From an optimization exercise on the open Yosys and OpenROAD flow, aimed at small area; shortcuts taken in it are not production practice. Only simulation tests tie the RTL to the original design; equivalence was not proved. The clock input has no modelled driver; a real chip could not lean on it and would need a root buffer or a full tree. Power and IR drop assume default switching activity.

job 101:
Design ChangingLED, start of the top module:
module ChangingLED (
    input clk_24M,
    input rst,           
    output wire led_r,
    output wire led_g,
    output wire led_b,
    input wire btn_a_i,
    input wire btn_b_i
);
reg [8:0] A;
wire [6:0] a = A[8:2];
wire tick = A[1] & A[0];
wire aEnd = A[8] & A[7] & A[3] & A[2] & tick;    
wire [8:0] AT = {&A[7:0], &A[6:0], &A[5:0], &A[4:0], &A[3:0], &A[2:0], &A[1:0], A[0], 1'b1};
always @(posedge clk_24M) begin
    if (rst)       A <= 9'd2;
    else if (aEnd) A <= 9'd0;
    else           A <= A ^ AT;
end
wire m = (a[5] & ~a[4] & ~a[3] & a[2] & a[1] & ~a[0]) |           
         (a[5] & a[4] & a[3] & a[2] & a[1] & a[0]) |              
         (a[6] & a[4] & a[3] & ~a[2] & ~a[1] & ~a[0]) |           
         (~a[6] & ~a[5] & ~a[4] & a[3] & a[2] & ~a[1] & a[0]);    
reg [2:0] c;
always @(posedge clk_24M) begin
    if (rst)           c <= 3'b000;
    else if (tick & m) c <= {c[1], c[0], ~c[2] & ~c[1]};
end
wire step1 = tick & m & c[1] & c[0];
reg [3:0] sr;
reg [9:0] cnt;
reg       btn;       
wire dirB = sr[0];
wire cntTop = ~cnt[0] & ~cnt[2] & ~cnt[3] & cnt[4] & ~cnt[5] & ~cnt[6] & ~cnt[8] & ~cnt[9];   
wire cntBot = ~cnt[0] & ~cnt[2] & ~cnt[3] & ~cnt[4] & ~cnt[6] & ~cnt[7] & cnt[8] & ~cnt[9];   
wire cntDone = dirB ? cntTop : cntBot;
wire stable = (&sr) | ~(|sr);
wire [9:0] cntUp = {cnt[8:0], cnt[9] ^ cnt[6]};
wire [9:0] cntDn = {cnt[0] ^ cnt[7], cnt[9:1]};
always @(posedge clk_24M) begin
    if (rst) begin
        sr  <= 4'b1111;
        cnt <= 10'h092;      
        btn <= 1'b1;
    end else if (tick) begin
        sr <= {sr[2:0], btn_b_i};
        if (!cntDone) cnt <= dirB ? cntUp : cntDn;
        if (cntDone && stable) btn <= dirB;
    end
end
reg btnD;
always @(posedge clk_24M) begin
    if (rst)       btnD <= 1'b1;
    else if (tick) btnD <= btn;
end
reg [2:0] bin;
wire [2:0] gray = {bin[2], bin[2:1] ^ bin[1:0]};
wire [2:0] jsel = bin[0] ? 3'b001 : bin[1] ? 3'b010 : 3'b100;
wire xIn = |(jsel & gray);
wire yUsed = bin[2] | bin[1];
reg [5:0] rx, ry;
wire dirX = btnD & xIn;
wire dirY = btnD;
wire dX = dirX ? (rx[5] & rx[4] & rx[1]) : ~(|rx);
  ...
Size: ~290 cells after synthesis, ~43 flip-flops, about 7 I/O pins, ~2100 um2 of cells after synthesis.
clock: 20.0 ns
lec_check: 0
cap_margin: 20
core_margin: 2
core_utilization: 40
slew_margin: 20
standard.sh (not shown) runs the stock make flow with config.mk's settings and CLKGATE_MAP_FILE= SYNTH_SCRIPT=/design/flow/synth_recipe.tcl, a recipe that flattens the netlist after the stock synthesis.
==> flow/flow/run.sh <==
#!/bin/bash
# Own layout flow: the standard flow (standard.sh) with these changes to
# how the layout is made:
#  - synthesis maps the logic with an area-oriented ABC script
#    (flow/abc_area.script, in place of ORFS's abc_speed.script) and without
#    ORFS's separate half/full-adder cell step (ADDER_MAP_FILE empty);
#    registers, their names and cell types are those of the standard synthesis;
#  - the port buffers are buf_1 cells;
#  - clock tree synthesis adds no dummy loads.
# Each tool's output goes to ORFS's per-step logs under orfs/logs/, and make's
# output to flow_make.log here.
set -euo pipefail
W=$(pwd)
rm -rf "$W/scripts_area"
cp -r "$FLOW_HOME/scripts" "$W/scripts_area"
cp "$W/flow/abc_area.script" "$W/scripts_area/abc_speed.script"
export SCRIPTS_DIR="$W/scripts_area"
export ADDER_MAP_FILE=
export BUFFER_PORTS_ARGS="-buffer_cell sky130_fd_sc_hd__buf_1"
export CTS_ARGS="-sink_clustering_enable -repair_clock_nets -dont_use_dummy_load"
export RECOVER_POWER=100
EXTRA="RECOVER_POWER=100"
bash standard.sh SCRIPTS_DIR="$SCRIPTS_DIR" ADDER_MAP_FILE= \
    BUFFER_PORTS_ARGS="$BUFFER_PORTS_ARGS" CTS_ARGS="$CTS_ARGS" $EXTRA finish \
    > "$W/flow_make.log" 2>&1
==> flow/flow/abc_area.script <==
strash
ifraig
dc2
dch -f
amap
topo
diff inputs: job 101 => job 102
==> flow/run.sh (new file) <==
#!/bin/bash
# synth_recipe.tcl (not shown) runs the flow's synth.tcl, then flattens the netlist and writes it again
# the make line also repeats each setting of config.mk as NAME=value (left out here)
make -C /OpenROAD-flow-scripts/flow DESIGN_CONFIG=/design/flow/config.mk WORK_HOME=/design/flow/orfs CLKGATE_MAP_FILE= SYNTH_SCRIPT=/design/flow/synth_recipe.tcl finish
removed: flow/flow/run.sh
removed: flow/flow/abc_area.script
removed: flow/standard.sh
### Flow results
- | period utilization | job 102 vs job 101 | 0.70 points higher |
- Density: job 102 sparser than job 101
- Taking job 101 over job 102, the net count of the mapped netlist ratio works out to 0.917.
- Job 102: final critical-path required period 140 ps above job 101
- Job 102 vs job 101: length of routed met3 wiring down in job 102
- Main combinational cell family by area after synthesis = simple AND/OR/NAND/NOR gates: job 102; main combinational cell family by area after synthesis = compound AO/OA/AOI/OAI gates: job 101
- Job 102 reached the end of the flow, and the finished layout is clean on the timing, design-rule and antenna checks.
The inputs of job 103 differ from those of job 102 as listed below.
==> flow/flow/run.sh (new file) <==
#!/bin/bash
# Own layout flow: the standard flow (standard.sh) with these changes to
# how the layout is made:
#  - synthesis maps the logic with an area-oriented ABC script
#    (flow/abc_area.script, in place of ORFS's abc_speed.script) and without
#    ORFS's separate half/full-adder cell step (ADDER_MAP_FILE empty);
#    registers, their names and cell types are those of the standard synthesis;
#  - the port buffers are buf_1 cells;
#  - clock tree synthesis adds no dummy loads.
# Each tool's output goes to ORFS's per-step logs under orfs/logs/, and make's
# output to flow_make.log here.
set -euo pipefail
W=$(pwd)
rm -rf "$W/scripts_area"
cp -r "$FLOW_HOME/scripts" "$W/scripts_area"
cp "$W/flow/abc_area.script" "$W/scripts_area/abc_speed.script"
export SCRIPTS_DIR="$W/scripts_area"
export ADDER_MAP_FILE=
export BUFFER_PORTS_ARGS="-buffer_cell sky130_fd_sc_hd__buf_1"
export CTS_ARGS="-repair_clock_nets -dont_use_dummy_load -buf_list sky130_fd_sc_hd__clkbuf_16"
export RECOVER_POWER=100
EXTRA="RECOVER_POWER=100"
bash standard.sh SCRIPTS_DIR="$SCRIPTS_DIR" ADDER_MAP_FILE= \
    BUFFER_PORTS_ARGS="$BUFFER_PORTS_ARGS" CTS_ARGS="$CTS_ARGS" $EXTRA finish \
    > "$W/flow_make.log" 2>&1
==> flow/flow/abc_area.script (new file) <==
strash
ifraig
dc2
dch -f
amap
topo
==> flow/standard.sh (new file) <==
#!/bin/bash
# synth_recipe.tcl (not shown) runs the flow's synth.tcl, then flattens the netlist and writes it again
# the make line also repeats each setting of config.mk as NAME=value (left out here)
make -C /OpenROAD-flow-scripts/flow DESIGN_CONFIG=/design/flow/config.mk WORK_HOME=/design/flow/orfs CLKGATE_MAP_FILE= SYNTH_SCRIPT=/design/flow/synth_recipe.tcl "${@:-finish}"
removed: flow/run.sh
### Flow results
Going from job 102 to job 103, via count of the first global-routing pass shrank by a little under 10%. Tap cell count: job 103 < job 102. Job 103 vs. job 102: critical path depth went up by 3. A critical path endpoint of led_b is what job 102 shows, while led_g belongs to job 103. In job 103 the number of fillers in the final layout turned out 15% lower than in job 102. Between job 103 and job 102, it is job 103 whose worst setup slack is higher, by 160 ps. On final area: between job 103 and job 102, it ends up higher for job 102. [diff] post-layout minimum cycle time, job 103 relative to job 102: improvement. On combinational share of power: between job 103 and job 102, it ends up higher for job 102. Total power on job 103 is ahead of job 102. Cmp job 103 and job 102 / overall via count from detail_route / higher: job 102.
--- input diff job 103..job 104 ---
diff --git a/flow/flow/run.sh b/flow/flow/run.sh
--- a/flow/flow/run.sh
+++ b/flow/flow/run.sh
@@ -9 +9,3 @@
-#  - clock tree synthesis adds no dummy loads.
+#  - in place of clock tree synthesis, two clock buffers (flow/clock_buffer.tcl)
+#    drive the flip-flop clock pins;
+#  - timing repair after global routing may downsize cells (RECOVER_POWER).
@@ -16,0 +19,2 @@
+sed -i "s|^log_cmd clock_tree_synthesis .*|source $W/flow/clock_buffer.tcl|" "$W/scripts_area/cts.tcl"
+grep -q clock_buffer.tcl "$W/scripts_area/cts.tcl"
@@ -20 +24 @@
-export CTS_ARGS="-repair_clock_nets -dont_use_dummy_load -buf_list sky130_fd_sc_hd__clkbuf_16"
+export CTS_ARGS="-sink_clustering_enable -repair_clock_nets -dont_use_dummy_load"
==> flow/flow/abc_area.script <==
strash
ifraig
dc2
&get -n
&deepsyn -T 20
&put
dch -f
amap
topo
==> flow/flow/clock_buffer.tcl (new file) <==
# Clock distribution in place of TritonCTS: the flip-flops are split into
# two halves by x position; in each half one clock buffer, placed at the
# centre of its flip-flops, drives their clock pins. Both buffers are the
# same cell and are driven straight from the clock port.
proc my_clock_buffers { } {
  set block [ord::get_db_block]
  set db [ord::get_db]
  set clk_net [$block findNet clk_24M]
  set master [$db findMaster sky130_fd_sc_hd__clkbuf_16]
  set sinks {}
  foreach it [$clk_net getITerms] {
    set box [[$it getInst] getBBox]
    lappend sinks [list [expr { ([$box xMin] + [$box xMax]) / 2 }] [expr { ([$box yMin] + [$box yMax]) / 2 }] $it]
  }
  set sinks [lsort -integer -index 0 $sinks]
  set n [llength $sinks]
  set half [expr { $n / 2 }]
  set groups [list [lrange $sinks 0 [expr { $half - 1 }]] [lrange $sinks $half end]]
  set k 0
  foreach group $groups {
    set buf [odb::dbInst_create $block $master clkbuf_0_clk_$k]
    set net [odb::dbNet_create $block clknet_0_clk_$k]
    $net setSigType CLOCK
    set sx 0
    set sy 0
    foreach s $group {
      lassign $s x y it
      set sx [expr { $sx + $x }]
      set sy [expr { $sy + $y }]
      $it disconnect
      $it connect $net
    }
    [$buf findITerm A] connect $clk_net
    [$buf findITerm X] connect $net
    set m [llength $group]
    $buf setLocation [expr { $sx / $m }] [expr { $sy / $m }]
    $buf setPlacementStatus PLACED
    puts "clock buffer $k drives $m clock pins"
    incr k
  }
  set_propagated_clock [all_clocks]
}
my_clock_buffers
Notes after the runs:
Of job 103 and job 104, job 103 shows the higher total via count after detailed routing, with job 104 below it. From job 103 to job 104 the numbers moved as follows: final period demand of the worst path moved down, placed cell area lower, area fraction in and, or, nand and nor cells after synthesis +0.48 points, power share of the clock group dropped 11 points, cell area after layout has decreased. Sum of met3 wire segment lengths after detailed routing for job 104 is lower than for job 103.
In job 104 the design's own scripts or RTL, not TritonCTS, make the clock network.

==> re-timing with driven ports <==
The results above use ideal ports. As a check the final layouts listed here were re-extracted and re-timed, cells and wires unchanged. Step 1 assumes that a clkbuf_16 drives the clock port and a buf_2 every other input. Step 2 adds t to the input delays and takes it off the output delays; t is the mean of the earliest and latest rising clock arrival at the registers after step 1. Input paths then give back, and output paths get back, about the clock's delay inside the block. Slacks: ideal / step 1 / step 2; pairs: ideal / step 1.
| run | shift t [ns] | slack for setup (ns) | hold slack, ns | cell pins on the clock port's net |
|---|---|---|---|---|
| job 101 | 0.309 | 13.775 / 13.747 / 13.726 | 0.449 / 0.449 / 0.449 | 1 |
| job 102 | 0.322 | 13.635 / 13.608 / 13.929 | 0.424 / 0.424 / 0.424 | 1 |
| job 103 | 0.302 | 13.797 / 13.767 / 13.725 | 0.443 / 0.443 / 0.443 | 1 |
| job 104 | 0.199 | 13.856 / 13.810 / 14.009 | 0.424 / 0.424 / 0.424 | 2 |
After both steps setup and hold are still met in every run listed. For job 103, which loses most, drivers alone change the setup slack by -0.030 ns; drivers and shift together by -0.072 ns.
